Background: an optimization exercise with open tools, aiming at small area. Do not read the settings as production practice. Only simulation tests tie the RTL to the original design; equivalence was not proved. Power and IR drop assume default switching activity.

[config.mk]
export PLATFORM = sky130hd
export DESIGN_NAME = all_mod
export DESIGN_NICKNAME = all_mod
export VERILOG_FILES = /design/flow/design.v
export SDC_FILE = /design/flow/constraint.sdc
export NUM_CORES = 4
export LEC_CHECK = 0
export CAP_MARGIN = 20
export CORE_MARGIN = 2
export CORE_UTILIZATION = 65
export CTS_BUF_LIST = sky130_fd_sc_hd__clkbuf_8
export CTS_CLUSTER_DIAMETER = 80
export CTS_CLUSTER_SIZE = 16
export SLEW_MARGIN = 20
[constraint.sdc]
create_clock -name core_clock -period 10.0 [get_ports {clk}]
set_input_delay 2.0000 -clock core_clock [delete_from_list [all_inputs] [get_ports {clk}]]
set_output_delay 2.0000 -clock core_clock [all_outputs]
set_load 0.01 [all_outputs]
[design.v]
module uart_tx_top(
input clk, rst, baud_pulse, pen, thre, stb, sticky_parity, eps, set_break,
input cap,               
input [7:0] din,         
input [1:0] wls,
output dec,              
output reg sreg_empty,tx
);
localparam [1:0] IDLE = 2'd0, START = 2'd1, SEND = 2'd2, PARITY = 2'd3;
reg [1:0] state;
reg [7:0] shft_reg;
reg tx_data;
reg d_parity;
reg [2:0] bitcnt;
reg [4:0] count;
reg parity_out;
wire cz = (count == 5'd0);
assign dec = baud_pulse & (state == IDLE) & ~thre & cz;
always@(posedge clk, posedge rst)
begin
  if(rst)
    begin
    state      <= IDLE;
    count      <= 5'd15;
    sreg_empty <= 1'b1;
    tx_data    <= 1'b1;
    end
  else
    begin
    if(baud_pulse)
      case(state)
      IDLE:
        if(!thre)
          begin
          if(!cz)
            count <= count - 5'd1;
          else
            begin
            count      <= 5'd15;
            state      <= START;
            sreg_empty <= 1'b0;
            tx_data    <= 1'b0;
            end
          end
      START:
        if(!cz)
          count <= count - 5'd1;
        else
          begin
          count   <= 5'd15;
          state   <= SEND;
          tx_data <= shft_reg[0];
          end
      SEND:
        if(!cz)
          count <= count - 5'd1;
        else if(bitcnt != 3'd0)
          begin
          count   <= 5'd15;
          tx_data <= shft_reg[0];
          end
        else
          begin
          sreg_empty <= 1'b1;
          if(pen)
            begin
            state   <= PARITY;
            count   <= 5'd15;
            tx_data <= parity_out;
            end
          else
            begin
            state   <= IDLE;
            tx_data <= 1'b1;
            count   <= !stb ? 5'd15 : (wls == 2'b00) ? 5'd23 : 5'd31;
            end
          end
      PARITY:
        if(!cz)
          count <= count - 5'd1;
        else
          begin
          state   <= IDLE;
          tx_data <= 1'b1;
          count   <= !stb ? 5'd15 : (wls == 2'b00) ? 5'd17 : 5'd31;
          end
      endcase
    end
end
always@(posedge clk)
begin
  if(cap)
    shft_reg <= din;
  if(baud_pulse)
    case(state)
    IDLE:
      if(!thre && cz)
        bitcnt   <= {1'b1, wls};
    START:
      if(cz)
        begin
        d_parity <= ^(shft_reg & {wls == 2'b11, wls[1], |wls, 5'h1f});
        shft_reg <= shft_reg >> 1;
        end
    SEND:
      begin
      parity_out <= sticky_parity ? ~eps : ~(d_parity ^ eps);
      if(cz && bitcnt != 3'd0)
        begin
        bitcnt   <= bitcnt - 3'd1;
        shft_reg <= shft_reg >> 1;
        end
      end
    default: ;
    endcase
end
always@(posedge clk, posedge rst)
begin
if(rst)
  tx <= 1'b1;
else
  tx <= tx_data & ~set_break;
end
endmodule
module uart_rx_top(
input clk, rst, baud_pulse, rx, sticky_parity, eps,
input pen,
input [1:0] wls,
output reg push,
output fend,             
output reg pe, fe, bi,
output reg [7:0] dout
    );
localparam [2:0] IDLE = 3'd0, START = 3'd1, READ = 3'd2, PARITY = 3'd3, STOP = 3'd4;
reg [2:0] state;
reg rx_reg;
reg [2:0] bitcnt;
reg [3:0] count;
reg par_bit;
wire exp_parity = sticky_parity ? ~eps : (eps ? ^dout : ~^dout);
wire c7 = (count == 4'd7);
wire c0 = (count == 4'd0);
assign fend = baud_pulse & (state == START) & c7;
always@(posedge clk, posedge rst)
begin
if(rst)
  begin
  rx_reg <= 1'b1;
  state  <= IDLE;
  push   <= 1'b0;
  pe     <= 1'b0;
  fe     <= 1'b0;
  bi     <= 1'b0;
  dout   <= 8'h00;
  end
else
  begin
  rx_reg <= rx;
  push   <= 1'b0;
  if(baud_pulse)
    case(state)
    IDLE:
      if(!rx_reg)
        state <= START;
    START:
      if(c7)
        begin
        if(rx)
          state <= IDLE;
        end
      else if(c0)
        begin
        state <= READ;
        pe    <= 1'b0;
        end
    READ:
      if(c7)
        case(wls)
        2'b00: dout <= {3'b000, rx, dout[4:1]};
        2'b01: dout <= {2'b00 , rx, dout[5:1]};
        2'b10: dout <= {1'b0  , rx, dout[6:1]};
        2'b11: dout <= {        rx, dout[7:1]};
        endcase
      else if(c0 && bitcnt == 3'd0)
        state <= pen ? PARITY : STOP;
    PARITY:
      if(c7)
        pe <= rx ^ exp_parity;
      else if(c0)
        state <= STOP;
    STOP:
      if(c7)
        begin
        fe   <= ~rx;
        bi   <= ~rx & ~|dout & ~par_bit;
        push <= 1'b1;
        end
      else if(c0)
        state <= IDLE;
    default: state <= IDLE;
    endcase
  end
end
always@(posedge clk)
begin
if(baud_pulse)
  begin
  count <= (state == IDLE) ? 4'd15 : count - 4'd1;
  if(state == START && c0)
    begin
    bitcnt  <= {1'b1, wls};
    par_bit <= 1'b0;
    end
  if(state == READ && c0 && bitcnt != 3'd0)
    bitcnt <= bitcnt - 3'd1;
  if(state == PARITY && c7)
    par_bit <= rx;
  end
end
endmodule
   typedef struct packed {
    logic  [1:0] rx_trigger;         
    logic [1:0] reserved;           
    logic       dma_mode;           
    logic       tx_rst;             
    logic       rx_rst;             
    logic       ena;                
  } fcr_t;  
   typedef struct packed {
    logic       dlab;
    logic       set_break;
    logic       stick_parity;
    logic       eps;
    logic       pen;
    logic       stb;
    logic [1:0] wls;
  } lcr_t;
   typedef struct packed {
    logic       rx_fifo_error;
    logic       temt;               
    logic       thre;               
    logic       bi;                 
    logic       fe;                 
    logic       pe;                 
    logic       oe;                 
    logic       dr;                 
  } lsr_t;  
 typedef struct packed {
 fcr_t       fcr;
 lcr_t       lcr;
 lsr_t       lsr;
 logic [7:0] scr;
 } csr_t;
 typedef struct packed {
    logic [7:0] dmsb;                
    logic [7:0] dlsb;                
  } div_t;
module regs_uart(
input clk, rst,
input wr_i,rd_i,
input rx_fifo_empty_i,
input rx_oe, rx_pe, rx_fe, rx_bi,
input tx_fifo_empty_i, tx_sreg_empty_i,
input [2:0] addr_i,
input [7:0] din_i,
output tx_push_o,  
output rx_pop_o,  
output baud_out,  
output tx_rst, rx_rst,
output [3:0] rx_fifo_threshold,
output reg [7:0] dout_o,
output csr_t csr_o,
input [7:0] rx_fifo_in
);
csr_t csr;  
wire tx_fifo_wr;
assign tx_fifo_wr = wr_i & (addr_i == 3'b000) & (csr.lcr.dlab == 1'b0);
assign tx_push_o = tx_fifo_wr;   
wire rx_fifo_rd;
assign rx_fifo_rd = rd_i & (addr_i == 3'b000) & (csr.lcr.dlab == 1'b0);
assign rx_pop_o = rx_fifo_rd;  
  div_t dl;
   always @(posedge clk, posedge rst)
     begin
     if (rst)
        dl.dlsb <= 8'h00;
     else if ( wr_i && addr_i == 3'b000 && csr.lcr.dlab == 1'b1)
        begin
        dl.dlsb <= din_i;
        end
     end
   always @(posedge clk, posedge rst)
     begin
     if (rst)
        dl.dmsb <= 8'h00;
     else if ( wr_i && addr_i == 3'b001 && csr.lcr.dlab == 1'b1)
        begin
        dl.dmsb <= din_i;
        end
     end
 reg update_baud;
 reg [15:0] baud_cnt;
 reg baud_pulse;
    always @(posedge clk, posedge rst)
    begin
       if (rst)
         update_baud <= 1'b0;
       else
         update_baud <=  wr_i & (csr.lcr.dlab == 1'b1) & ((addr_i == 3'b000) | (addr_i == 3'b001));
    end
   always @(posedge clk, posedge rst)
   begin
    if (rst)
      baud_cnt  <= 16'h0;
    else if (update_baud || baud_cnt == 16'h0000)
      baud_cnt <= dl;
    else
      baud_cnt <= baud_cnt -1;
   end
   always @(posedge clk, posedge rst)
    begin
      if (rst)
        baud_pulse <= 1'b0;
      else
        baud_pulse <= |dl & ~|baud_cnt;
    end
assign baud_out = baud_pulse;  
   always @(posedge clk, posedge rst)
   begin
     if(rst)
       begin
       csr.fcr <= 8'h00;
       end
      else if (wr_i == 1'b1 && addr_i == 3'h2)
       begin
       csr.fcr.rx_trigger <= din_i[7:6];
       csr.fcr.dma_mode   <= din_i[3];
       csr.fcr.tx_rst     <= din_i[2];
       csr.fcr.rx_rst     <= din_i[1];
       csr.fcr.ena        <= din_i[0];
       end
       else
       begin
       csr.fcr.tx_rst     <= 1'b0;
       csr.fcr.rx_rst     <= 1'b0;
       end
   end
assign tx_rst = csr.fcr.tx_rst;   
assign rx_rst = csr.fcr.rx_rst;
reg [3:0] rx_fifo_th_count;
always_comb
begin
if(csr.fcr.ena == 1'b0)
 begin
  rx_fifo_th_count = 4'd0;
 end
else
 case(csr.fcr.rx_trigger)
  2'b00: rx_fifo_th_count = 4'd1;
  2'b01: rx_fifo_th_count = 4'd4;
  2'b10: rx_fifo_th_count = 4'd8;
  2'b11: rx_fifo_th_count = 4'd14;
 endcase
end
assign rx_fifo_threshold = rx_fifo_th_count;    
 always @(posedge clk, posedge rst)
   begin
     if(rst)
       begin
       csr.lcr <= 8'h00;
       end
     else if (wr_i == 1'b1 && addr_i == 3'h3)
       begin
       csr.lcr <= din_i;
       end
   end
 wire read_lsr;
 assign read_lsr = (rd_i == 1) & (addr_i == 3'h5);
always@(posedge clk, posedge rst)
begin
if(rst)
begin
csr.lsr <= 8'h60;  
end
else
begin
csr.lsr.dr   <=  ~rx_fifo_empty_i;
csr.lsr.oe   <=   rx_oe | (csr.lsr.oe & ~read_lsr);  
csr.lsr.pe   <=   rx_pe;
csr.lsr.fe   <=   rx_fe;
csr.lsr.bi   <=   rx_bi;
csr.lsr.thre <=   tx_fifo_empty_i;
csr.lsr.temt <=   tx_fifo_empty_i & tx_sreg_empty_i;
csr.lsr.rx_fifo_error <= 1'b0;
end
end
 always @(posedge clk, posedge rst)
   begin
     if(rst)
       begin
       csr.scr <= 8'h00;
       end
     else if (wr_i == 1'b1 && addr_i == 3'h7)
       begin
       csr.scr <= din_i;
       end
   end
always@(posedge clk, posedge rst)
begin
if (rst)
  dout_o <= 8'h00;
else
case(addr_i)
0: dout_o <= csr.lcr.dlab ? dl.dlsb : (rx_fifo_empty_i ? 8'h00 : rx_fifo_in);
1: dout_o <= csr.lcr.dlab ? dl.dmsb : 8'h00;  
2: dout_o <= 8'h00;  
3: dout_o <= csr.lcr;  
4: dout_o <= 8'h00;  
5: dout_o <= csr.lsr;  
6: dout_o <= 8'h00;  
7: dout_o <= csr.scr;  
default: ;
endcase
end
assign csr_o = csr;
endmodule
module tx_fifo(
input rst, clk, en, clr, push_in, dec,
input [7:0] din,
output [7:0] dout,
output empty,
output cap
);
reg [7:0] mem [16];
reg [4:0] m;       
reg pend;          
reg [3:0] fc;      
reg act;
wire [4:0] n = m + {4'd0, pend};    
assign empty = (m == 5'd0) & ~pend;
wire full = en ? n[4] : ~empty;
wire push = push_in & ~full;
always@(posedge clk, posedge rst)
begin
if(rst)
  begin
  m    <= 5'd0;
  pend <= 1'b0;
  act  <= 1'b0;
  end
else
  begin
  pend <= dec & ~clr;
  if(clr)
    m <= 5'd0;
  else
    m <= m + {4'd0, push} - {4'd0, dec};
  if(dec)
    act <= 1'b1;
  else if(fc == 4'd0)
    act <= 1'b0;
  end
end
wire [4:0] pos = m + {4'd0, push} - 5'd1;    
always@(posedge clk)
begin
if(dec)
  fc <= 4'd15 - pos[3:0];
else
  fc <= fc - 4'd1;
end
assign cap = act & (fc == 4'd0);
assign dout = mem[15];
always@(posedge clk)
begin
if(push | (m == 5'd0))
  mem[0] <= din;
for(int i = 1; i < 16; i++)
  if(push | (m <= i))
    mem[i] <= mem[i-1];
end
endmodule
module rx_fifo(
input rst, clk, en, clr, push_in, pop_in, fend,
input [7:0] din,
output [7:0] dout,
output empty, overrun
);
reg [7:0] mem [16];
reg [4:0] n;      
reg flush;
assign empty = (n == 5'd0);
wire full = en ? n[4] : ~empty;
wire push = push_in & ~full;
wire pop  = pop_in & ~empty;
always@(posedge clk, posedge rst)
begin
if(rst)
  begin
  n     <= 5'd0;
  flush <= 1'b0;
  end
else
  begin
  if(clr)
    n <= 5'd0;
  else if(push & ~pop)
    n <= n + 5'd1;
  else if(pop & ~push)
    n <= n - 5'd1;
  if(clr)
    flush <= 1'b1;
  else if(fend)
    flush <= 1'b0;
  end
end
always@(posedge clk)
begin
for(int i = 0; i < 15; i++)
  if(pop | flush | (n <= i))
    mem[i] <= mem[i+1];
if(pop | flush | (n <= 15))
  mem[15] <= din;
end
assign dout = flush ? din : mem[0];
reg overrun_t;
always@(posedge clk, posedge rst)
begin
if(rst)
   overrun_t <= 1'b0;
else
   overrun_t <= push_in & full;
end
assign overrun = overrun_t;
endmodule
module all_mod(
input clk, rst, wr, rd,
input rx,
input [2:0] addr,
input [7:0] din,
output tx,
output [7:0] dout
    );
 csr_t       csr;
 wire baud_pulse;
 wire tx_dec, tx_cap;
 wire rx_fend;
 wire [7:0] tx_fifo_out;
 wire tx_fifo_push;
 wire tx_fifo_empty;
 wire tx_sreg_empty;
 wire r_oe, r_pe, r_fe, r_bi;
 wire rx_fifo_push, rx_fifo_pop;
 wire rx_fifo_empty;
 wire [7:0] rx_out;
 wire [7:0] rx_fifo_out;
 wire [3:0] rx_fifo_threshold;
 wire tx_rst, rx_rst;
regs_uart uart_regs_inst (
    .clk (clk),
    .rst (rst),
    .wr_i (wr),
    .rd_i (rd),
    .rx_fifo_empty_i (rx_fifo_empty),
    .rx_oe (r_oe),
    .rx_pe (r_pe),
    .rx_fe (r_fe),
    .rx_bi (r_bi),
    .tx_fifo_empty_i (tx_fifo_empty),
    .tx_sreg_empty_i (tx_sreg_empty),
    .addr_i (addr),
    .din_i (din),
    .tx_push_o (tx_fifo_push),
    .rx_pop_o (rx_fifo_pop),
    .baud_out (baud_pulse),
    .tx_rst (tx_rst),
    .rx_rst (rx_rst),
    .rx_fifo_threshold (rx_fifo_threshold),
    .dout_o (dout),
    .csr_o (csr),
    .rx_fifo_in(rx_fifo_out)
);
uart_tx_top uart_tx_inst (
    .clk (clk),
    .rst (rst),
    .baud_pulse (baud_pulse),
    .pen (csr.lcr.pen),
    .thre (tx_fifo_empty),
    .stb (csr.lcr.stb),
    .sticky_parity (csr.lcr.stick_parity),
    .eps (csr.lcr.eps),
    .set_break (csr.lcr.set_break),
    .cap (tx_cap),
    .din (tx_fifo_out),
    .wls (csr.lcr.wls),
    .dec (tx_dec),
    .sreg_empty (tx_sreg_empty),
    .tx (tx)
);
tx_fifo tx_fifo_inst (
    .rst (rst),
    .clk (clk),
    .en (csr.fcr.ena),
    .clr (tx_rst),
    .push_in (tx_fifo_push),
    .dec (tx_dec),
    .din (din),
    .dout (tx_fifo_out),
    .empty (tx_fifo_empty),
    .cap (tx_cap)
);
 uart_rx_top uart_rx_inst (
    .clk (clk),
    .rst (rst),
    .baud_pulse (baud_pulse),
    .rx (rx),
    .sticky_parity (csr.lcr.stick_parity),
    .eps (csr.lcr.eps),
    .pen (csr.lcr.pen),
    .wls (csr.lcr.wls),
    .push (rx_fifo_push),
    .fend (rx_fend),
    .pe (r_pe),
    .fe (r_fe),
    .bi (r_bi),
    .dout(rx_out)
);
rx_fifo rx_fifo_inst (
    .rst (rst),
    .clk (clk),
    .en (csr.fcr.ena),
    .clr (rx_rst),
    .push_in (rx_fifo_push),
    .pop_in (rx_fifo_pop),
    .fend (rx_fend),
    .din (rx_out),
    .dout (rx_fifo_out),
    .empty (rx_fifo_empty),
    .overrun (r_oe)
);
endmodule
[run.sh]
#!/bin/bash
# synth_recipe.tcl (not shown) runs the flow's synth.tcl, then flattens the netlist and writes it again
# the make line also repeats each setting of config.mk as NAME=value (left out here)
make -C /OpenROAD-flow-scripts/flow DESIGN_CONFIG=/design/flow/config.mk WORK_HOME=/design/flow/orfs CLKGATE_MAP_FILE= SYNTH_SCRIPT=/design/flow/synth_recipe.tcl finish
==> out/results.tsv, run 1 <==
metric	value	unit
status	complete, no violations	
rsz0062_at_grt	false	
drc	0	
gr-usage-met1	34.7	%
cts_max_level	1	
finalCriticalPeriod	4.98	ns
grt.total_usage	22.1	%
tightestPinTransition	1.04	ns
mappedNetlistArea	15200	um^2
post-place-ws	4.44	ns
layout.nets	1112	
finalSetupViolations	0	
cts_sinks	389	
hold_violations	0	
use_met2	31.7	%
drt-initial-drc-count	519	
yosys_warnings	7	
layout.cells.non_filler	1400	
hold_path_class	register to register	
dp_cells	1346	
timing.final.ws_setup	5.02	ns
r2r_setup_slack	6.66	ns
end_kind	register	
drv_cap	0	
cellPowerDensity	244	nW/um^2
die-area	24600	um^2
tns	0	ns
ctsHoldBuffers	0	
async_flop_share	27.8	%
ys_ff_latch	389	
fin_area	16200	um^2
critPathLaunchType	input pin	
grt_max_degree	65	
cts_root_buf	clkbuf_8	
relSlewSlack	30.2	%
synthFlopType	edfxtp_1	
core	22800	um^2
rr_worst_depth	5	
cts_setup_buffers	0	
ios	25	
vias_per_cell	5.67	
ff_latch_area	11000	um^2
crit_start	addr[0]	
synth_compound_area_share	6.36	%
die_x	157	um
crit_arrival	5.44	ns
diodes	0	
ir_drop	0.156	mV
rr_endpoint	rx_fifo_inst.mem[12][1]	
required	10.46	ns
crit_end	tx_fifo_inst.fc[3]	
fillCellCount	1571	
gr-max-usage-layer	met1	
maxSlewViolCount	0	
wl	26.0	mm
initial_utilization	66.6	%
synth-xor-area-share	2.25	%
synth_top_family_by_area	simple AND/OR/NAND/NOR gates	
syn-num-nets	1086	
top_regs	rx_fifo_inst.mem (128), tx_fifo_inst.mem (128), uart_regs_inst.csr (26)	
gp_congestion	0.873	
worst_hold_slack	0.382	ns
drive_gt1_share	11.3	%
multi_input_area	3830	um^2
numCtsBuffers	28	
synth_mux_area_share	4.53	%
timing.rr.start	rx_fifo_inst.n[1]	
grt_use_met3	5.73	%
grt_pass1_wl	41.1	mm
avgSynthCellArea	14.6	um^2
cts_tree	done	
syn_inst	1039	
clk_pin_slew	0.10	ns
grt_pass1_vias	7616	
hpwl	18.0	mm
seq_area_frac_synth	72.7	%
synth_edf_count	269	
path_class	input pin to register	
synthDistinctLibCells	72	
cts_max_path_buffers	3	
max_freq	0.201	GHz
clk_latency	0.58	ns
portBuffers	24	
worst-path-max-fanout	24	
wl_per_cell	18.6	um
synth_fa_ha_area_share	2.56	%
antenna_found_initial	0	
ctsResizeCount	0	
synthSimpleGateAreaFrac	9.53	%
syn2layout_area_growth	6.75	%
drt-pass1-iter-count	5	
rows	55	
dpl_cell_area	15700	um^2
overflow	0	
dieHeight	157	um
fin_crit_sh	49.8	%
skew	0.0251	ns
drtAntennaViolNets	0	
p_leak	6.29	nW
vias	7938	
how the worst min path moves through the flow:
stage	startpoint	slack, ns	end	cells after the start
floorplan	uart_rx_inst.pe	0.35	uart_regs_inst.csr[10]	0
global placement	uart_rx_inst.fe	0.36	uart_regs_inst.csr[11]	0
detailed placement	uart_rx_inst.bi	0.36	uart_regs_inst.csr[12]	0
CTS	uart_rx_inst.bi	0.38	uart_regs_inst.csr[12]	0
global route	uart_rx_inst.bi	0.42	uart_regs_inst.csr[12]	0
finish	uart_rx_inst.bi	0.38	uart_regs_inst.csr[12]	0
per-stage QoR:
step | total power (W) | util (%)
floorplan | 0.00300 | -
global placement | 0.00321 | 68.8
detailed placement | 0.00324 | 68.8
CTS | 0.00399 | 71.0
global route | 0.00417 | 71.1
finish | 0.00395 | 71.1
report_power, final:
group | switching [W] | total [W] | leakage (nW) | internal (W)
logic | 0.000316 | 0.000530 | 1.80 | 0.000213
clock network | 0.000465 | 0.000738 | 0.333 | 0.000273
registers | 0.000289 | 0.00269 | 4.16 | 0.00240
total | 0.00107 | 0.00395 | 6.29 | 0.00288
cells in the mapped netlist (13+ instances only):
master / instances / area share (%)
inv_1: 42 / 1.0
xor2_1: 16 / 0.92
ha_1: 31 / 2.6
a21oi_1: 29 / 0.96
nor2b_1: 16 / 0.66
nor3_1: 16 / 0.53
nand2_1: 114 / 2.8
o21ai_0: 57 / 1.9
edfxtp_1: 269 / 53
nor2_1: 61 / 1.5
nand3_1: 13 / 0.43
dfrtp_1: 98 / 16
xnor2_1: 23 / 1.3
clkbuf_1: 26 / 0.64
mux2_2: 49 / 3.6
worst max-delay path, cell delays in order:
cell and delay (ns):
clkdlybuf4s50_1 0.81, nor4_4 0.66, nand2_1 0.15, nor3_1 0.15, a21oi_1 0.06, buf_4 0.19, inv_1 0.09, ha_1 0.27
or4b_2 0.61, o21ai_0 0.09, a21oi_1 0.10, xnor2_1 0.15, mux2i_1 0.08
layout make-up:
class                           instances  area share [%]
Sequential cell                       389            68.1
Timing Repair Buffer                   30            1.73
Multi-Input combinational cell        574            23.7
Clock buffer                           29            2.46
Tap cell                              313            2.42
Clock inverter                         23           0.610
Inverter                               42           0.989
metal layers:
metal  share of wire (%)  up-vias
li1                    -     3821
met1                  48     3918
met2                  43      169
met3                 7.2       30
met4                 1.2        0
met5                   0        -
kinds of logic (layout without fill, tap and decap cells):
kind of cell             Yosys count  count (layout)
AO/OA/AOI/OAI                    151             151
XOR/XNOR                          39              39
adder cells (fa/ha/maj)           31              31
buffers and inverters             76             124
flip-flops                       389             389
multiplexers                      62              62
AND/OR/NAND/NOR                  291             291
layout by cell type (no fill, tap or decap), types with 13 or more instances in the layout:
cell type,synthesis,final
xnor2_1,23,23
nor2_1,61,61
nand2_1,114,114
clkbuf_8,0,29
o21ai_0,57,46
nand3_1,13,13
inv_1,42,63
nor2b_1,16,16
mux2_2,49,49
ha_1,31,31
clkdlybuf4s50_1,0,24
edfxtp_1,269,269
xor2_1,16,16
a21oi_1,29,29
nor3_1,16,16
dfrtp_1,98,98
==> run 2, diff against run 1 <==
--- a/design.v
+++ b/design.v
@@ -137,6 +137,8 @@
 reg [2:0] bitcnt;
 reg [3:0] count;
 reg par_bit;
+always@(posedge clk)
+  rx_reg <= rx;
 wire exp_parity = sticky_parity ? ~eps : (eps ? ^dout : ~^dout);
 wire c7 = (count == 4'd7);
 wire c0 = (count == 4'd0);
@@ -145,7 +147,6 @@
 begin
 if(rst)
   begin
-  rx_reg <= 1'b1;
   state  <= IDLE;
   push   <= 1'b0;
   pe     <= 1'b0;
@@ -155,7 +156,6 @@
   end
 else
   begin
-  rx_reg <= rx;
   push   <= 1'b0;
   if(baud_pulse)
     case(state)
@@ -301,13 +301,8 @@
  reg update_baud;
  reg [15:0] baud_cnt;
  reg baud_pulse;
-    always @(posedge clk, posedge rst)
-    begin
-       if (rst)
-         update_baud <= 1'b0;
-       else
+    always @(posedge clk)
          update_baud <=  wr_i & (csr.lcr.dlab == 1'b1) & ((addr_i == 3'b000) | (addr_i == 3'b001));
-    end
    always @(posedge clk, posedge rst)
    begin
     if (rst)
@@ -496,23 +491,20 @@
 always@(posedge clk, posedge rst)
 begin
 if(rst)
-  begin
-  n     <= 5'd0;
+  n <= 5'd0;
+else if(clr)
+  n <= 5'd0;
+else if(push & ~pop)
+  n <= n + 5'd1;
+else if(pop & ~push)
+  n <= n - 5'd1;
+end
+always@(posedge clk)
+begin
+if(clr)
+  flush <= 1'b1;
+else if(fend)
   flush <= 1'b0;
-  end
-else
-  begin
-  if(clr)
-    n <= 5'd0;
-  else if(push & ~pop)
-    n <= n + 5'd1;
-  else if(pop & ~push)
-    n <= n - 5'd1;
-  if(clr)
-    flush <= 1'b1;
-  else if(fend)
-    flush <= 1'b0;
-  end
 end
 always@(posedge clk)
 begin
--- a/config.mk
+++ b/config.mk
@@ -7,7 +7,7 @@
 export LEC_CHECK = 0
 export CAP_MARGIN = 20
 export CORE_MARGIN = 2
-export CORE_UTILIZATION = 65
+export CORE_UTILIZATION = 80
 export CTS_BUF_LIST = sky130_fd_sc_hd__clkbuf_8
 export CTS_CLUSTER_DIAMETER = 80
 export CTS_CLUSTER_SIZE = 16
==> out/results.tsv, run 2 <==
metric	value	unit	change
status	complete, no violations		
rows	50		-9.1%
r2r_setup_slack	6.20	ns	-0.46 ns
numCtsBuffers	28		unchanged
crit_family	simple AND/OR/NAND/NOR gates		
wl	26.8	mm	+3.2%
max_freq	0.199	GHz	-0.91%
wl_per_cell	20.7	um	+11%
vias	8205		+3.4%
drt-pass1-iter-count	5		unchanged
rr_endpoint	tx_fifo_inst.fc[3]		
async_flop_share	27.0	%	-0.77 points
rr_worst_depth	12		+7
internal-power	0.00285	W	-1.3%
cts_setup_buffers	0		unchanged
clk_latency	0.58	ns	about the same
syn2layout_area_growth	6.13	%	
ctsResizeCount	0		unchanged
p_total	0.00391	W	-1.2%
skew	0.0231	ns	-0.00199 ns
tightestPinTransition	1.12	ns	+0.0802 ns
cts_max_level	1		unchanged
p_leak	6.19	nW	-1.7%
finalCriticalPeriod	5.03	ns	+0.0457 ns
crit_start	addr[1]		
synth_commonest_cells	edfxtp_1 (269), dfrtp_1 (96), nand2_1 (74), nor2_1 (71), inv_1 (46)		
slowest_delay	0.73	ns	-0.08 ns
avgSynthCellArea	14.7	um^2	+0.90%
drive_gt1_share	10.2	%	-1.2 points
ys_top_cells_by_area	edfxtp_1 (54%), dfrtp_1 (16%), mux2_2 (3.2%)		
final_common_cell	edfxtp_1		
drc	0		unchanged
cts_root_buf	clkbuf_8		
clk_pin_slew	0.11	ns	about the same
p_sw_share	27.2	%	+0.10 points
end_kind	register		
dieHeight	141	um	-9.9%
yosys_warnings	7		unchanged
timing.final.ws_setup	4.97	ns	-0.0457 ns
die-area	20000	um^2	-19%
seqPwrFrac	67.4	%	-0.5 points
layout.nets	1089		-2.1%
maxSlewViolCount	0		unchanged
required	10.44	ns	-0.02 ns
grt_pass1_wl	41.9	mm	+2.1%
timing.rr.start	tx_fifo_inst.m[3]		
drt-initial-drc-count	748		+44%
yosysMostFrequentCell	edfxtp_1		
cts_max_path_buffers	3		unchanged
cellPowerDensity	244	nW/um^2	about the same
relSlewSlack	25.3	%	-4.9 points
vias_per_cell	6.32		+11%
ios	25		unchanged
overflow	0		unchanged
grt_max_degree	61		-6.2%
crit_arrival	5.47	ns	+0.03 ns
hold_start	uart_rx_inst.fe		
yosys.area.top_type_share	53.5	%	+0.30 points
top_regs	rx_fifo_inst.mem (128), tx_fifo_inst.mem (128), uart_regs_inst.csr (26)		
p_clk_share	18.8	%	about the same
fin_crit_sh	50.3	%	+0.46 points
grt.total_usage	27.5	%	+5.5 points
synth.largest_area_cell	edfxtp_1		
synth_edf_count	269		unchanged
die_x	141	um	-9.9%
seq_area_frac_synth	73.0	%	+0.30 points
fillCellCount	847		-46%
syn_inst	1024		-1.4%
path_buf_inv	3		unchanged
crit_slowest_cell	clkdlybuf4s50_1		
synthDistinctLibCells	65		-9.7%
diodes	0		unchanged
critPathLaunchType	input pin		
synthFlopType	edfxtp_1		
hold_path_class	register to register		
cts_tree	done		
final_cell_mix	edfxtp_1 (269), dfrtp_1 (96), nand2_1 (74)		
tns	0	ns	unchanged
cp.depth	13		unchanged
syn-num-nets	1071		-1.4%
rsz0062_at_grt	false		
cts_sinks	389		unchanged
gp_congestion	0.910		+4.3%
ys_ff_latch	389		unchanged
grt_pass1_vias	8019		+5.3%
core	18600	um^2	-18%
crit_end	tx_fifo_inst.fc[3]		
ir_drop	0.197	mV	+26%
mappedNetlistArea	15100	um^2	-0.56%
hpwl	18.5	mm	+2.5%
initial_utilization	81.2	%	+15 points
drtAntennaViolNets	0		unchanged
antenna_found_initial	0		unchanged
drv_cap	0		unchanged
hold_violations	0		unchanged
crit_chain	clkdlybuf4s50_1 -> nor4_1 -> nand2_1 -> nor3_1 -> a41oi_1 -> buf_4 -> inv_1 -> ha_1 -> or4b_2 -> o21ai_0 -> a21oi_1 -> xnor2_1 -> mux2i_1		
finalSetupViolations	0		unchanged
worst-path-max-fanout	17		-29%
comb_power_share	13.8	%	+0.4 points
post-place-ws	4.53	ns	+0.0940 ns
power_switching	0.00106	W	-0.78%
ctsHoldBuffers	0		unchanged
portBuffers	24		unchanged
path_class	input pin to register		
-- run 2: cell types whose count changed after synthesis, moves of 10 or more --
cell | before | now
a21oi_1 | 29 | 45
mux2i_1 | 12 | 22
nand2_1 | 114 | 74
nor2_1 | 61 | 71
o21ai_0 | 57 | 42
-- run 2: worst reg2reg max path: cells and delay by family, from the launching register on --
family,cells,cell delay (ns)
multiplexers,1,0.09
buffers and inverters,2,0.35
XOR/XNOR,1,0.17
adder cells (fa/ha/maj),1,0.31
AND/OR/NAND/NOR,4,1.84
AO/OA/AOI/OAI,3,0.35
flip-flops,1,0.57
-- run 2: cell families (layout without fill, tap and decap cells) --
| kind of cell | count (synthesis) | after routing | share of synthesized area (%) |
|---|---|---|---|
| buf+inv | 87 | 127 | 2.29 |
| fa+ha+maj | 31 | 31 | 2.57 |
| flops | 389 | 389 | 73.0 |
| mux | 66 | 66 | 4.77 |
| compound gates | 148 | 148 | 6.29 |
| xor+xnor | 42 | 42 | 2.44 |
| simple gates | 261 | 261 | 8.62 |
-- run 2: cell type report --
| cell class | count | area, um^2 | area share [%] |
|---|---|---|---|
| Inverter | 46 | 175 | 1.09 |
| Tap cell | 234 | 293 | 1.83 |
| Clock buffer | 29 | 399 | 2.49 |
| Timing Repair Buffer | 29 | 278 | 1.73 |
| Multi-Input combinational cell | 548 | 3750 | 23.4 |
| Sequential cell | 389 | 11000 | 68.8 |
| Clock inverter | 23 | 98.8 | 0.617 |
-- run 2: worst min path at each step --
stage	cells past startpoint	end	slack, ns
floorplan	0	uart_regs_inst.csr[10]	0.35
global placement	0	uart_regs_inst.csr[11]	0.36
detailed placement	0	uart_regs_inst.csr[10]	0.37
CTS	0	uart_regs_inst.csr[11]	0.39
global route	0	uart_regs_inst.csr[11]	0.39
finish	0	uart_regs_inst.csr[11]	0.39
-- run 2: routing by layer --
layer  vias up  GRT usage [%]  wire [um]
li1       3765              -          -
met1      4044           39.8      11100
met2       346           45.2      13000
met3        50           4.93       2260
met4         0           6.53        523
met5         -              0          0
-- run 2: power by group through the flow --
stage	sequential (W)	combinational (W)	clock [W]
after floorplan	0.00252	0.000413	0
after global routing	0.00268	0.000589	0.000804
final	0.00263	0.000538	0.000736
after detailed placement	0.00266	0.000528	0
after global placement	0.00262	0.000493	0
after CTS	0.00263	0.000533	0.000750
-- run 2: per-stage QoR --
step | cells | cell area (um^2) | hold slack (ns) | utilization (%)
2_1_floorplan | 1024 | 15100 | 0.354 | -
3_3_place_gp | 1246 | 15500 | 0.361 | 83.4
3_5_place_dp | 1246 | 15500 | 0.368 | 83.4
4_1_cts | 1298 | 16000 | 0.386 | 86.1
5_1_grt | 1298 | 16000 | 0.393 | 86.2
6_report | 1298 | 16000 | 0.392 | 86.2
==> run 3, diff against run 2 <==
--- a/config.mk
+++ b/config.mk
@@ -7,8 +7,8 @@
 export LEC_CHECK = 0
 export CAP_MARGIN = 20
 export CORE_MARGIN = 2
-export CORE_UTILIZATION = 80
-export CTS_BUF_LIST = sky130_fd_sc_hd__clkbuf_8
-export CTS_CLUSTER_DIAMETER = 80
-export CTS_CLUSTER_SIZE = 16
+export CORE_UTILIZATION = 65
+export CTS_BUF_LIST = sky130_fd_sc_hd__clkbuf_4 sky130_fd_sc_hd__clkbuf_8
+export CTS_CLUSTER_DIAMETER = 60
+export CTS_CLUSTER_SIZE = 12
 export SLEW_MARGIN = 20
==> out/results.tsv, run 3 <==
metric	value	unit	change
status	complete, no violations		
critPathLaunchType	input pin		
portBuffers	24		unchanged
crit_start	addr[1]		
crit_family	buffers and inverters		
path_class	input pin to register		
maxSlewViolCount	0		unchanged
hold_path_class	register to register		
cts_max_path_buffers	3		unchanged
rr_endpoint	tx_fifo_inst.fc[3]		
slowest_delay	0.92	ns	+0.19 ns
p_leak	6.27	nW	+1.4%
timing.final.ws_setup	4.83	ns	-0.140 ns
drc	0		unchanged
hold_violations	0		unchanged
wl_per_cell	19.1	um	-7.5%
final_cell_mix	edfxtp_1 (269), dfrtp_1 (96), nand2_1 (74)		
clk_latency	0.56	ns	-0.02 ns
ir_drop	0.196	mV	-0.61%
drv_cap	0		unchanged
grt_pass1_wl	41.6	mm	-0.74%
ys_ff_latch	389		unchanged
initial_utilization	66.4	%	-15 points
drive_gt1_share	13.3	%	+3.1 points
crit_arrival	5.60	ns	+0.13 ns
fin_crit_sh	51.7	%	+1.4 points
layout.nets	1099		+0.92%
vias	7870		-4.1%
tightestPinTransition	1.03	ns	-0.0822 ns
crit_chain	clkdlybuf4s50_1 -> nor4_1 -> nand2_1 -> nor3_1 -> a41oi_2 -> inv_1 -> ha_1 -> or4b_2 -> o21ai_0 -> a21oi_1 -> xnor2_1 -> mux2i_1		
rsz0062_at_grt	false		
skew	0.0235	ns	+0.000354 ns
post-place-ws	4.39	ns	-0.140 ns
wl	26.0	mm	-3.0%
syn_inst	1024		unchanged
ios	25		unchanged
drt-initial-drc-count	581		-22%
vias_per_cell	5.78		-8.6%
worst-path-max-fanout	17		unchanged
path_buf_inv	2		-1
r2r_setup_slack	6.18	ns	-0.02 ns
cts_sinks	389		unchanged
die-area	24400	um^2	+22%
timing.rr.start	tx_fifo_inst.m[1]		
max_freq	0.193	GHz	-2.7%
comb_power_share	12.3	%	-1.5 points
diodes	0		unchanged
seq_area_frac_synth	73.0	%	unchanged
final_common_cell	edfxtp_1		
grt.total_usage	22.4	%	-5.1 points
drtAntennaViolNets	0		unchanged
synthDistinctLibCells	65		unchanged
rows	55		+10%
dieHeight	156	um	+11%
gp_congestion	0.821		-9.8%
tns	0	ns	unchanged
yosys.area.top_type_share	53.5	%	unchanged
p_clk_share	24.3	%	+5.5 points
synth_edf_count	269		unchanged
cts_root_buf	clkbuf_8		
cp.depth	12		-1
grt_max_degree	60		-1.6%
synth_commonest_cells	edfxtp_1 (269), dfrtp_1 (96), nand2_1 (74), nor2_1 (71), inv_1 (46)		
finalSetupViolations	0		unchanged
syn2layout_area_growth	8.56	%	
yosys_warnings	7		unchanged
synth.largest_area_cell	edfxtp_1		
hpwl	17.7	mm	-4.3%
rr_worst_depth	11		-1
internal-power	0.00308	W	+8.2%
ys_top_cells_by_area	edfxtp_1 (54%), dfrtp_1 (16%), mux2_2 (3.2%)		
ctsResizeCount	0		unchanged
crit_slowest_cell	clkdlybuf4s50_1		
synthFlopType	edfxtp_1		
antenna_found_initial	0		unchanged
p_sw_share	26.0	%	-1.2 points
ctsHoldBuffers	0		unchanged
power_switching	0.00108	W	+1.7%
grt_pass1_vias	7694		-4.1%
core	22700	um^2	+22%
drt-pass1-iter-count	5		unchanged
top_regs	rx_fifo_inst.mem (128), tx_fifo_inst.mem (128), uart_regs_inst.csr (26)		
cts_tree	done		
cts_max_level	2		+1
avgSynthCellArea	14.7	um^2	unchanged
end_kind	register		
cts_setup_buffers	0		unchanged
finalCriticalPeriod	5.17	ns	+0.140 ns
p_total	0.00416	W	+6.5%
crit_end	tx_fifo_inst.fc[3]		
yosysMostFrequentCell	edfxtp_1		
relSlewSlack	30.3	%	+5.0 points
syn-num-nets	1071		unchanged
worst_hold_slack	0.382	ns	-0.0101 ns
mappedNetlistArea	15100	um^2	unchanged
seqPwrFrac	63.4	%	-4.0 points
die_x	156	um	+11%
overflow	0		unchanged
clk_pin_slew	0.08	ns	-0.03 ns
async_flop_share	27.0	%	unchanged
numCtsBuffers	39		+39%
cellPowerDensity	254	nW/um^2	+4.1%
required	10.43	ns	about the same
## run 3: changes by cell type in the layout (fill, tap and decap cells not counted)
cell and delta:
clkinv_8 -1, inv_1 -22, clkbuf_4 +19, bufinv_16 +2, o31ai_2 +1, a41oi_1 -1, clkinv_1 +2, clkbuf_8 +13
clkinvlp_4 +1, a41oi_2 +1, buf_4 -1, o31ai_1 -1
## run 3: power groups by stage
stage	Clock, W	Combinational [W]	Sequential, W
after detailed placement	0	0.000506	0.00266
final	0.00101	0.000513	0.00264
after floorplan	0	0.000413	0.00252
after global routing	0.00110	0.000577	0.00269
after global placement	0	0.000493	0.00265
after CTS	0.00104	0.000509	0.00264
## run 3: metrics by stage
step / utilization (%) / cell area [um^2] / cells
after CTS: 72.0 / 16400 / 1362
after global placement: 68.5 / 15500 / 1296
after floorplan: - / 15100 / 1024
final: 72.1 / 16400 / 1362
after global routing: 72.1 / 16400 / 1362
after detailed placement: 68.5 / 15600 / 1296
## run 3: layer usage
layer | vias up | wire length [um] | track usage, %
met5 | - | 0 | 0
met3 | 53 | 1640 | 4.13
met2 | 221 | 11200 | 32.1
met1 | 3811 | 12600 | 35.9
li1 | 3785 | - | -
met4 | 0 | 558 | 6.12
## run 3: worst reg2reg max path, stage by stage, from the launching register on
cell     delay (ns)
dfrtp_1        0.66
and2_1         0.36
nand3_1        0.14
xor2_1         0.17
a41oi_2        0.74
inv_1          0.16
ha_1           0.40
or4b_2         0.62
o21ai_0        0.10
a21oi_1        0.10
xnor2_1        0.17
mux2i_1        0.08
## run 3: cell type report
| cell class | count | area (um^2) |
|---|---|---|
| Multi-Input combinational cell | 548 | 3760 |
| Inverter | 46 | 175 |
| Timing Repair Buffer | 28 | 270 |
| Tap cell | 285 | 357 |
| Sequential cell | 389 | 11000 |
| Fill cell | 1537 | 6330 |
| Clock inverter | 5 | 75.1 |
| Clock buffer | 61 | 721 |
## run 3: how the worst min path moves through the flow
| stage | from | end | slack, ns | cells past startpoint |
|---|---|---|---|---|
| 6_report | uart_rx_inst.pe | uart_regs_inst.csr[10] | 0.38 | 0 |
| 5_1_grt | uart_rx_inst.pe | uart_regs_inst.csr[10] | 0.40 | 0 |
| 4_1_cts | uart_rx_inst.pe | uart_regs_inst.csr[10] | 0.38 | 0 |
| 3_5_place_dp | uart_rx_inst.bi | uart_regs_inst.csr[12] | 0.37 | 0 |
| 3_3_place_gp | uart_rx_inst.bi | uart_regs_inst.csr[12] | 0.36 | 0 |
| 2_1_floorplan | uart_rx_inst.pe | uart_regs_inst.csr[10] | 0.35 | 0 |
## run 3: cell families after synthesis
logic type | after synthesis | share of synthesized area, %
DFF | 389 | 73.0
and+or+nand+nor | 261 | 8.62
AOI/OAI and AO/OA | 148 | 6.29
buffers and inverters | 87 | 2.29
muxes | 66 | 4.77
xor gates and xnor gates | 42 | 2.44
adders and majority gates | 31 | 2.57
==> run 4, diff against run 3 <==
--- a/design.v
+++ b/design.v
@@ -128,7 +128,8 @@
 input [1:0] wls,
 output reg push,
 output fend,             
-output reg pe, fe, bi,
+output reg pe,
+output fe, bi,           
 output reg [7:0] dout
     );
 localparam [2:0] IDLE = 3'd0, START = 3'd1, READ = 3'd2, PARITY = 3'd3, STOP = 3'd4;
@@ -142,6 +143,8 @@
 wire exp_parity = sticky_parity ? ~eps : (eps ? ^dout : ~^dout);
 wire c7 = (count == 4'd7);
 wire c0 = (count == 4'd0);
+assign fe = ~rx_reg;
+assign bi = ~rx_reg & ~|dout & ~par_bit;
 assign fend = baud_pulse & (state == START) & c7;
 always@(posedge clk, posedge rst)
 begin
@@ -150,8 +153,6 @@
   state  <= IDLE;
   push   <= 1'b0;
   pe     <= 1'b0;
-  fe     <= 1'b0;
-  bi     <= 1'b0;
   dout   <= 8'h00;
   end
 else
@@ -191,8 +192,6 @@
     STOP:
       if(c7)
         begin
-        fe   <= ~rx;
-        bi   <= ~rx & ~|dout & ~par_bit;
         push <= 1'b1;
         end
       else if(c0)
@@ -260,6 +259,7 @@
 input wr_i,rd_i,
 input rx_fifo_empty_i,
 input rx_oe, rx_pe, rx_fe, rx_bi,
+input rx_push,
 input tx_fifo_empty_i, tx_sreg_empty_i,
 input [2:0] addr_i,
 input [7:0] din_i,
@@ -382,8 +382,11 @@
 csr.lsr.dr   <=  ~rx_fifo_empty_i;
 csr.lsr.oe   <=   rx_oe | (csr.lsr.oe & ~read_lsr);  
 csr.lsr.pe   <=   rx_pe;
-csr.lsr.fe   <=   rx_fe;
-csr.lsr.bi   <=   rx_bi;
+if(rx_push)
+  begin
+  csr.lsr.fe <= rx_fe;
+  csr.lsr.bi <= rx_bi;
+  end
 csr.lsr.thre <=   tx_fifo_empty_i;
 csr.lsr.temt <=   tx_fifo_empty_i & tx_sreg_empty_i;
 csr.lsr.rx_fifo_error <= 1'b0;
@@ -558,6 +561,7 @@
     .rx_pe (r_pe),
     .rx_fe (r_fe),
     .rx_bi (r_bi),
+    .rx_push (rx_fifo_push),
     .tx_fifo_empty_i (tx_fifo_empty),
     .tx_sreg_empty_i (tx_sreg_empty),
     .addr_i (addr),
==> config.mk (replaced) <==
export PLATFORM = sky130hd
export DESIGN_NAME = all_mod
export DESIGN_NICKNAME = all_mod
export VERILOG_FILES = /design/flow/design.v
export SDC_FILE = /design/flow/constraint.sdc
export NUM_CORES = 4
export LEC_CHECK = 0
export CAP_MARGIN = 20
export CORE_MARGIN = 2
export CORE_UTILIZATION = 80
export CTS_BUF_LIST = sky130_fd_sc_hd__clkbuf_16
export CTS_CLUSTER_DIAMETER = 80
export CTS_CLUSTER_SIZE = 30
export SLEW_MARGIN = 20
==> out/results.tsv, run 4 <==
metric	value	unit	change
required	10.39	ns	-0.04 ns
numCtsBuffers	16		-59%
overflow	0		unchanged
grt_pass1_vias	8320		+8.1%
drt-initial-drc-count	1039		+79%
synthFlopType	edfxtp_1		
yosysMostFrequentCell	edfxtp_1		
critPathLaunchType	input pin		
drv_cap	0		unchanged
gp_congestion	0.925		+13%
die_x	141	um	-9.8%
end_kind	register		
post-place-ws	4.62	ns	+0.225 ns
finalCriticalPeriod	5.14	ns	-0.0311 ns
skew	0.0160	ns	-0.00751 ns
slowest_delay	0.74	ns	-0.18 ns
ios	25		unchanged
yosys_warnings	7		unchanged
routed.top_layer	met4		
async_flop_share	26.6	%	-0.38 points
tightestPinTransition	1.11	ns	+0.0730 ns
initial_utilization	80.8	%	+14 points
dieHeight	141	um	-9.8%
dp_cells	1242		-4.2%
rows	50		-9.1%
cts_max_level	1		-1
rsz0062_at_grt	false		
maxSlewViolCount	0		unchanged
cts_setup_buffers	0		unchanged
yosys.area.top_type_share	53.8	%	+0.28 points
layout.nets	1073		-2.4%
grt_max_degree	58		-3.3%
ctsHoldBuffers	0		unchanged
drc	0		unchanged
syn_inst	1017		-0.68%
vias	8446		+7.3%
cts_sinks	387		-0.51%
hold_path_class	register to register		
cts_max_path_buffers	3		unchanged
wl_met3	2.24	mm	+37%
clk_latency	0.51	ns	-0.05 ns
fin_crit_sh	51.4	%	-0.31 points
relSlewSlack	25.4	%	-4.9 points
tns	0	ns	unchanged
drt-met1-wl	11.6	mm	-8.4%
wl_per_cell	22.7	um	+19%
hold_violations	0		unchanged
grt_pass1_wl	45.2	mm	+8.5%
synth_commonest_cells	edfxtp_1 (269), dfrtp_1 (94), nor2_1 (72), nand2_1 (69), o21ai_0 (57)		
layout.cells.non_filler	1270		-6.8%
worst-path-max-fanout	19		+2
mappedNetlistArea	15000	um^2	-0.52%
top_regs	rx_fifo_inst.mem (128), tx_fifo_inst.mem (128), uart_regs_inst.csr (26)		
ys_top_cells_by_area	edfxtp_1 (54%), dfrtp_1 (16%), mux2_2 (3.2%)		
ir_drop	0.231	mV	+18%
p_leak	6.09	nW	-2.9%
seq_area_frac_synth	73.1	%	about the same
drtAntennaViolNets	0		unchanged
post-route-util	85.5	%	+13 points
drive_gt1_share	9.07	%	-4.2 points
diodes	0		unchanged
final_cell_mix	edfxtp_1 (269), dfrtp_1 (94), nor2_1 (71)		
crit_chain	clkdlybuf4s50_1 -> nor3_1 -> nand2_1 -> nor4_1 -> a31oi_1 -> buf_4 -> inv_1 -> ha_1 -> or4b_2 -> o21ai_0 -> a21oi_1 -> xnor2_1 -> mux2i_1		
cellPowerDensity	247	nW/um^2	-2.8%
crit_slowest_cell	clkdlybuf4s50_1		
synth_edf_count	269		unchanged
cts_root_buf	clkbuf_16		
vias_per_cell	6.65		+15%
ys_ff_latch	387		-0.51%
cts_tree	done		
syn-num-nets	1064		-0.65%
drt-pass1-iter-count	6		+1
antenna_found_initial	0		unchanged
crit_arrival	5.53	ns	-0.07 ns
path_class	input pin to register		
wl	28.8	mm	+11%
wl_met2	14.3	mm	+27%
synth.largest_area_cell	edfxtp_1		
timing.final.ws_setup	4.86	ns	+0.0311 ns
final_common_cell	edfxtp_1		
finalSetupViolations	0		unchanged
avgSynthCellArea	14.8	um^2	+0.16%
clk_pin_slew	0.12	ns	+0.04 ns
synthDistinctLibCells	67		+3.1%
die-area	19900	um^2	-19%
hpwl	18.7	mm	+5.8%
status	complete, no violations		
syn2layout_area_growth	5.86	%	
ctsResizeCount	0		unchanged
grt.total_usage	29.8	%	+7.3 points
max_freq	0.195	GHz	+0.61%
core	18600	um^2	-18%
portBuffers	24		unchanged
==> run 4: cell count changes in the layout (fill, tap and decap cells not counted), moves of 6 or more <==
| cell | change |
|---|---|
| o21ai_0 | +15 |
| clkbuf_16 | +17 |
| a221o_1 | -7 |
| clkbuf_8 | -42 |
| a22o_1 | +7 |
| nor3_1 | -6 |
| clkbuf_4 | -19 |
| nand3_1 | -6 |
| o31ai_1 | +7 |
==> run 4: final cells by class <==
class                           count  area [um^2]
Timing Repair Buffer               29          275
Clock inverter                     11         42.5
Sequential cell                   387        11000
Tap cell                          234          293
Inverter                           41          156
Multi-Input combinational cell    551         3730
Clock buffer                       17          425
Fill cell                         850         2690
==> run 4: logic make-up after synthesis <==
family / share of synthesized area (%)
AO/OA/AOI/OAI: 6.81
XOR/XNOR: 2.10
adder cells (fa/ha/maj): 2.58
buffers and inverters: 2.14
flip-flops: 73.1
multiplexers: 4.69
AND/OR/NAND/NOR: 8.60
==> run 4: layer usage <==
layer  track usage (%)  vias to the layer above
met5                 0                        -
met4              7.68                        0
met3              3.84                       52
met2              50.3                      456
met1              42.5                     4203
li1                  -                     3735
==> run 4: worst max-delay path, delay by kind of cell <==
family | cells | cell delay (ns)
and+or+nand+nor | 4 | 1.51
buffers and inverters | 3 | 1.05
AOI/OAI and AO/OA | 3 | 0.40
adders and majority gates | 1 | 0.30
xor gates and xnor gates | 1 | 0.18
muxes | 1 | 0.08
==> run 4: final timing paths <==
| path | from | endpoint | slack [ns] | depth (start not counted) |
|---|---|---|---|---|
| worst min-delay path | uart_rx_inst.pe | uart_regs_inst.csr[10] | 0.40 | 0 |
| worst max-delay path | addr[1] | tx_fifo_inst.fc[3] | 4.86 | 13 |
| max in group asynchronous | rst | uart_regs_inst.baud_cnt[14] | 6.90 | 3 |
| worst max register to register | tx_fifo_inst.m[2] | tx_fifo_inst.fc[3] | 6.31 | 12 |
| min in group asynchronous | rst | uart_tx_inst.count[4] | 1.96 | 2 |
| worst min register to register | uart_rx_inst.pe | uart_regs_inst.csr[10] | 0.40 | 0 |
==> run 4: stage by stage <==
step,hold slack (ns),instance area (um^2),total power (W)
final,0.399,15900,0.00392
after floorplan,0.354,15000,0.00290
after global placement,0.373,15400,0.00308
after detailed placement,0.364,15400,0.00316
after CTS,0.397,15900,0.00392
after global routing,0.402,15900,0.00407
==> run 4: power by group <==
group          internal [W]  switching, W  leakage [nW]
clock              0.000313      0.000441         0.267
sequential          0.00235      0.000301          4.07
combinational      0.000205      0.000316          1.76
total               0.00286       0.00106          6.09
==> run 5, diff against run 4 <==
--- a/config.mk
+++ b/config.mk
@@ -8,7 +8,7 @@
 export CAP_MARGIN = 20
 export CORE_MARGIN = 2
 export CORE_UTILIZATION = 80
-export CTS_BUF_LIST = sky130_fd_sc_hd__clkbuf_16
+export CTS_BUF_LIST = sky130_fd_sc_hd__clkbuf_8
 export CTS_CLUSTER_DIAMETER = 80
-export CTS_CLUSTER_SIZE = 30
+export CTS_CLUSTER_SIZE = 16
 export SLEW_MARGIN = 20
==> out/results.tsv, run 5 <==
metric	value	unit	change
avgSynthCellArea	14.8	um^2	unchanged
grt_pass1_vias	8272		-0.58%
yosys.area.top_type_share	53.8	%	unchanged
gp_congestion	0.925		unchanged
worst-path-max-fanout	19		unchanged
wl_per_cell	21.5	um	-5.2%
ctsHoldBuffers	0		unchanged
crit_start	addr[1]		
p_leak	6.17	nW	+1.3%
clk_latency	0.59	ns	+0.08 ns
grt_max_degree	58		unchanged
cts_max_level	1		unchanged
hold_depth	0		unchanged
drc	0		unchanged
post-place-ws	4.62	ns	unchanged
maxSlewViolCount	0		unchanged
grt.total_usage	29.1	%	-0.70 points
max_freq	0.204	GHz	+5.0%
drtAntennaViolNets	0		unchanged
ir_drop	0.174	mV	-25%
synth.largest_area_cell	edfxtp_1		
finalCriticalPeriod	4.89	ns	-0.246 ns
ios	25		unchanged
path_class	input pin to register		
cts_sinks	387		unchanged
synthDistinctLibCells	67		unchanged
synth_commonest_cells	edfxtp_1 (269), dfrtp_1 (94), nor2_1 (72), nand2_1 (69), o21ai_0 (57)		
hold_violations	0		unchanged
synth_edf_count	269		unchanged
final_common_cell	edfxtp_1		
rr_endpoint	tx_fifo_inst.fc[3]		
ff_latch_area	11000	um^2	unchanged
grt_pass1_wl	44.0	mm	-2.6%
cts_tree	done		
syn2layout_area_growth	6.14	%	
relSlewSlack	25.2	%	-0.25 points
async_flop_share	26.6	%	unchanged
clk_pin_slew	0.10	ns	-0.02 ns
core	18600	um^2	unchanged
timing.final.ws_setup	5.11	ns	+0.246 ns
antenna_found_initial	0		unchanged
critPathLaunchType	input pin		
hold_start	rx_fifo_inst.mem[13][6]		
drt-pass1-iter-count	6		unchanged
tns	0	ns	unchanged
wl	27.9	mm	-3.2%
rsz0062_at_grt	false		
cellPowerDensity	244	nW/um^2	-1.1%
seq_area_frac_synth	73.1	%	unchanged
cts_root_buf	clkbuf_8		
status	complete, no violations		
mappedNetlistArea	15000	um^2	unchanged
diodes	0		unchanged
syn-num-nets	1064		unchanged
overflow	0		unchanged
die-area	19900	um^2	unchanged
end_kind	register		
worst_hold_slack	0.393	ns	-0.00640 ns
crit_arrival	5.37	ns	-0.16 ns
hold_path_class	register to register		
tightestPinTransition	1.11	ns	+0.00375 ns
rr_worst_depth	12		unchanged
cts_setup_buffers	0		unchanged
top_regs	rx_fifo_inst.mem (128), tx_fifo_inst.mem (128), uart_regs_inst.csr (26)		
hpwl	18.7	mm	unchanged
ys_ff_latch	387		unchanged
drv_cap	0		unchanged
required	10.47	ns	+0.08 ns
vias_per_cell	6.38		-4.0%
ys_top_cells_by_area	edfxtp_1 (54%), dfrtp_1 (16%), mux2_2 (3.2%)		
portBuffers	24		unchanged
fin_crit_sh	48.9	%	-2.5 points
final_cell_mix	edfxtp_1 (269), dfrtp_1 (94), nor2_1 (72)		
r2r_setup_slack	6.42	ns	+0.11 ns
initial_utilization	80.8	%	unchanged
layout.cells.non_filler	1297		+2.1%
numCtsBuffers	28		+12
ctsResizeCount	0		unchanged
cts_max_path_buffers	3		unchanged
synthFlopType	edfxtp_1		
multi_input_area	3720	um^2	about the same
die_x	141	um	unchanged
layout.nets	1088		+1.4%
post-route-util	85.7	%	+0.23 points
dieHeight	141	um	unchanged
syn_inst	1017		unchanged
timing.rr.start	tx_fifo_inst.m[2]		
hold_path_end	rx_fifo_inst.mem[12][6]		
vias	8279		-2.0%
drive_gt1_share	10.2	%	+1.1 points
rows	50		unchanged
yosysMostFrequentCell	edfxtp_1		
yosys_warnings	7		unchanged
finalSetupViolations	0		unchanged
fillCellCount	837		-1.5%
drt-initial-drc-count	789		-24%
skew	0.0382	ns	+0.0223 ns
dp_cells	1242		unchanged
[run 5: area by class of cell]
type | count | share of cell area (%)
Sequential cell | 387 | 68.8
Inverter | 41 | 0.982
Timing Repair Buffer | 32 | 1.82
Clock buffer | 29 | 2.51
Multi-Input combinational cell | 551 | 23.4
Clock inverter | 23 | 0.621
Tap cell | 234 | 1.84
[run 5: kinds of logic after synthesis]
group | count (synthesis) | share of synthesized area [%]
AO/OA/AOI/OAI | 167 | 6.81
adder cells (fa/ha/maj) | 31 | 2.58
flip-flops | 387 | 73.1
XOR/XNOR | 36 | 2.10
buffers and inverters | 79 | 2.14
multiplexers | 64 | 4.69
AND/OR/NAND/NOR | 253 | 8.60
[run 5: how the worst max path moves through the flow]
| stage | end | slack, ns | cells past startpoint |
|---|---|---|---|
| finish | tx_fifo_inst.fc[3] | 5.11 | 13 |
| global route | tx_fifo_inst.fc[3] | 4.90 | 13 |
| CTS | tx_fifo_inst.fc[3] | 5.24 | 13 |
| detailed placement | tx_fifo_inst.fc[3] | 4.62 | 13 |
| global placement | tx_fifo_inst.fc[3] | 4.73 | 13 |
| floorplan | rx_fifo_inst.n[0] | 5.31 | 1 |
[run 5: through the flow]
step | total power [W] | area (um^2)
floorplan | 0.00290 | 15000
global placement | 0.00308 | 15400
detailed placement | 0.00316 | 15400
CTS | 0.00390 | 15900
global route | 0.00406 | 15900
finish | 0.00389 | 15900
[run 5: where the power goes]
group / switching [W] / internal, W / total (W) / leakage [nW]
clock network: 0.000462 / 0.000273 / 0.000735 / 0.333
registers: 0.000294 / 0.00235 / 0.00264 / 4.07
logic: 0.000308 / 0.000205 / 0.000513 / 1.77
total: 0.00106 / 0.00282 / 0.00389 / 6.17
[run 5: critical path, cell delays in order]
cell	delay (ns)
clkdlybuf4s50_1	0.75
nor3_1	0.39
nand2_1	0.13
nor4_1	0.25
a31oi_1	0.07
buf_4	0.21
inv_1	0.10
ha_1	0.29
or4b_2	0.62
o21ai_0	0.15
a21oi_1	0.16
xnor2_1	0.18
mux2i_1	0.08
[run 5: routing by layer]
metal / GRT usage (%) / vias to the layer above / wire length [um]
met3: 4.72 / 65 / 1900
met5: 0 / - / 0
met2: 47.5 / 325 / 13700
met1: 41.3 / 4120 / 11600
met4: 9.53 / 0 / 771
li1: - / 3769 / -
==> run 6, diff against run 5 <==
--- a/config.mk
+++ b/config.mk
@@ -8,7 +8,7 @@
 export CAP_MARGIN = 20
 export CORE_MARGIN = 2
 export CORE_UTILIZATION = 80
-export CTS_BUF_LIST = sky130_fd_sc_hd__clkbuf_8
-export CTS_CLUSTER_DIAMETER = 80
-export CTS_CLUSTER_SIZE = 16
+export CTS_BUF_LIST = sky130_fd_sc_hd__clkbuf_8 sky130_fd_sc_hd__clkbuf_16
+export CTS_CLUSTER_DIAMETER = 70
+export CTS_CLUSTER_SIZE = 20
 export SLEW_MARGIN = 20
==> out/results.tsv, run 6 <==
metric	value	unit	change
cp.depth	13		unchanged
cts_max_path_buffers	3		unchanged
die_x	141	um	unchanged
post-place-ws	4.62	ns	unchanged
core	18600	um^2	unchanged
cellPowerDensity	254	nW/um^2	+3.9%
clk_latency	0.52	ns	-0.07 ns
vias_per_cell	6.61		+3.5%
yosys_warnings	7		unchanged
rr_worst_depth	12		unchanged
synthFlopType	edfxtp_1		
hold_violations	0		unchanged
final_cell_mix	edfxtp_1 (269), dfrtp_1 (94), nor2_1 (72)		
gp_congestion	0.925		unchanged
portBuffers	24		unchanged
maxSlewViolCount	0		unchanged
drtAntennaViolNets	0		unchanged
antenna_found_initial	0		unchanged
crit_arrival	5.44	ns	+0.07 ns
post-route-util	86.6	%	+0.86 points
ys_top_cells_by_area	edfxtp_1 (54%), dfrtp_1 (16%), mux2_2 (3.2%)		
multi_input_area	3720	um^2	unchanged
relSlewSlack	27.1	%	+1.9 points
synth_commonest_cells	edfxtp_1 (269), dfrtp_1 (94), nor2_1 (72), nand2_1 (69), o21ai_0 (57)		
syn2layout_area_growth	7.21	%	
grt.total_usage	30.4	%	+1.3 points
dp_cells	1242		unchanged
die-area	19900	um^2	unchanged
ff_latch_area	11000	um^2	unchanged
cts_max_level	1		unchanged
status	complete, no violations		
timing.rr.start	uart_tx_inst.count[0]		
timing.final.ws_setup	4.96	ns	-0.147 ns
final_common_cell	edfxtp_1		
drc	0		unchanged
top_regs	rx_fifo_inst.mem (128), tx_fifo_inst.mem (128), uart_regs_inst.csr (26)		
cts_root_buf	clkbuf_16		
wl	29.5	mm	+5.7%
synth.largest_area_cell	edfxtp_1		
async_flop_share	26.6	%	unchanged
hold_depth	0		unchanged
synth_edf_count	269		unchanged
syn_inst	1017		unchanged
r2r_setup_slack	6.18	ns	-0.24 ns
finalSetupViolations	0		unchanged
slowest_delay	0.75	ns	about the same
hpwl	18.7	mm	unchanged
hold_path_class	register to register		
numCtsBuffers	23		-18%
finalCriticalPeriod	5.04	ns	+0.147 ns
avgSynthCellArea	14.8	um^2	unchanged
initial_utilization	80.8	%	unchanged
overflow	0		unchanged
cts_sinks	387		unchanged
drive_gt1_share	9.70	%	-0.46 points
rows	50		unchanged
grt_max_degree	58		unchanged
ctsResizeCount	0		unchanged
ctsHoldBuffers	0		unchanged
drv_cap	0		unchanged
ir_drop	0.241	mV	+39%
path_class	input pin to register		
max_freq	0.198	GHz	-2.9%
crit_chain	clkdlybuf4s50_1 -> nor3_1 -> nand2_1 -> nor4_1 -> a31oi_1 -> buf_4 -> inv_1 -> ha_1 -> or4b_2 -> o21ai_0 -> a21oi_1 -> xnor2_1 -> mux2i_1		
syn-num-nets	1064		unchanged
crit_slowest_cell	clkdlybuf4s50_1		
ios	25		unchanged
clk_pin_slew	0.09	ns	about the same
tns	0	ns	unchanged
end_kind	register		
ys_ff_latch	387		unchanged
wl_per_cell	22.9	um	+6.6%
p_leak	6.22	nW	+0.81%
crit_start	addr[1]		
synthDistinctLibCells	67		unchanged
seq_area_frac_synth	73.1	%	unchanged
diodes	0		unchanged
yosysMostFrequentCell	edfxtp_1		
cts_setup_buffers	0		unchanged
cts_tree	done		
layout.nets	1083		-0.46%
dieHeight	141	um	unchanged
layout.cells.non_filler	1286		-0.85%
mappedNetlistArea	15000	um^2	unchanged
skew	0.0150	ns	-0.0232 ns
rsz0062_at_grt	false		
worst-path-max-fanout	19		unchanged
grt_pass1_wl	45.7	mm	+4.0%
grt_pass1_vias	8436		+2.0%
critPathLaunchType	input pin		
drt-pass1-iter-count	5		-1
yosys.area.top_type_share	53.8	%	unchanged
fillCellCount	804		-3.9%
tightestPinTransition	1.08	ns	-0.0287 ns
fin_crit_sh	50.4	%	+1.5 points
hold_start	uart_rx_inst.pe		
worst_hold_slack	0.397	ns	+0.00378 ns
crit_family	simple AND/OR/NAND/NOR gates		
required	10.39	ns	-0.08 ns
path_buf_inv	3		unchanged
vias	8495		+2.6%
drt-initial-drc-count	926		+17%
[run 6: layer usage]
layer	GRT usage [%]	vias to the layer above	routed length [um]
met5	0	-	0
met4	8.21	0	702
met3	5.50	58	2600
met2	50.8	476	14700
met1	42.4	4192	11500
li1	-	3769	-
[run 6: through the flow]
stage	instance area (um^2)	total power (W)
6_report	16100	0.00408
5_1_grt	16100	0.00423
4_1_cts	16100	0.00408
3_5_place_dp	15400	0.00316
3_3_place_gp	15400	0.00308
2_1_floorplan	15000	0.00290
[run 6: final timing paths]
| path | to |
|---|---|
| min | uart_regs_inst.csr[10] |
| max in group asynchronous | uart_regs_inst.dl[12] |
| min in group asynchronous | uart_tx_inst.count[4] |
| max reg2reg | tx_fifo_inst.m[4] |
| min reg2reg | uart_regs_inst.csr[10] |
| max | tx_fifo_inst.fc[3] |
[run 6: cell families (layout without fill, tap and decap cells)]
family,count (synthesis),count (layout),share of synthesized area [%]
flops,387,387,73.1
simple gates,253,253,8.60
compound gates,167,167,6.81
buf+inv,79,114,2.14
mux,64,64,4.69
xor+xnor,36,36,2.10
fa+ha+maj,31,31,2.58
[run 6: report_power, final]
group / leakage (nW) / total, W / switching, W / internal [W]
clock network: 0.381 / 0.000903 / 0.000482 / 0.000421
logic: 1.77 / 0.000527 / 0.000320 / 0.000207
registers: 4.07 / 0.00265 / 0.000304 / 0.00235
total: 6.22 / 0.00408 / 0.00111 / 0.00298
[run 6: final cells by class]
cell class	count	area share [%]
timing repair buffer	32	1.82
clock buffer	23	3.58
clock inverter	18	0.498
sequential	387	68.2
tap	234	1.82
inverter	41	0.972
multi-input combinational	551	23.2
[run 6: worst register-to-register path, stage by stage, from the launching register on]
cell and delay (ns):
dfstp_2 0.39, inv_1 0.15, ha_1 0.25, or4b_2 0.69, nor2_1 0.37, nand3_1 0.57, inv_1 0.25, ha_1 0.25
ha_1 0.24, nand3_1 0.11, o31ai_1 0.11, xor2_1 0.20, nor2b_1 0.17

## what the ideal ports hide
The results above use ideal ports. As a check the final layouts listed here were re-extracted and re-timed, cells and wires unchanged.
Step 1, drivers: a clkbuf_16 drives clk and a buf_2 each remaining input, both assumed.
Step 2, shift: input delay + t, output delay - t, t = (earliest + latest rising clock arrival at the registers) / 2. This alone moves slack from input paths to output paths.
Slacks: no drivers / after step 1 / after step 2; pairs: no drivers / after step 1.
run | t (ns) | slack for setup (ns) | worst data-port slew with drivers (ns)
run 1 | 0.615 | 5.015 / 5.036 / 4.421 | 0.07
run 2 | 0.615 | 4.969 / 4.992 / 4.377 | 0.07
run 3 | 0.591 | 4.829 / 4.849 / 4.257 | 0.10
run 4 | 0.548 | 4.860 / 4.884 / 4.336 | 0.04
run 5 | 0.607 | 5.106 / 5.126 / 4.520 | 0.04
run 6 | 0.564 | 4.959 / 4.975 / 4.411 | 0.04
After both steps every run listed still meets setup and hold. The setup slack of run 1, which loses most, moves by +0.021 ns with the drivers and by -0.594 ns with both steps.
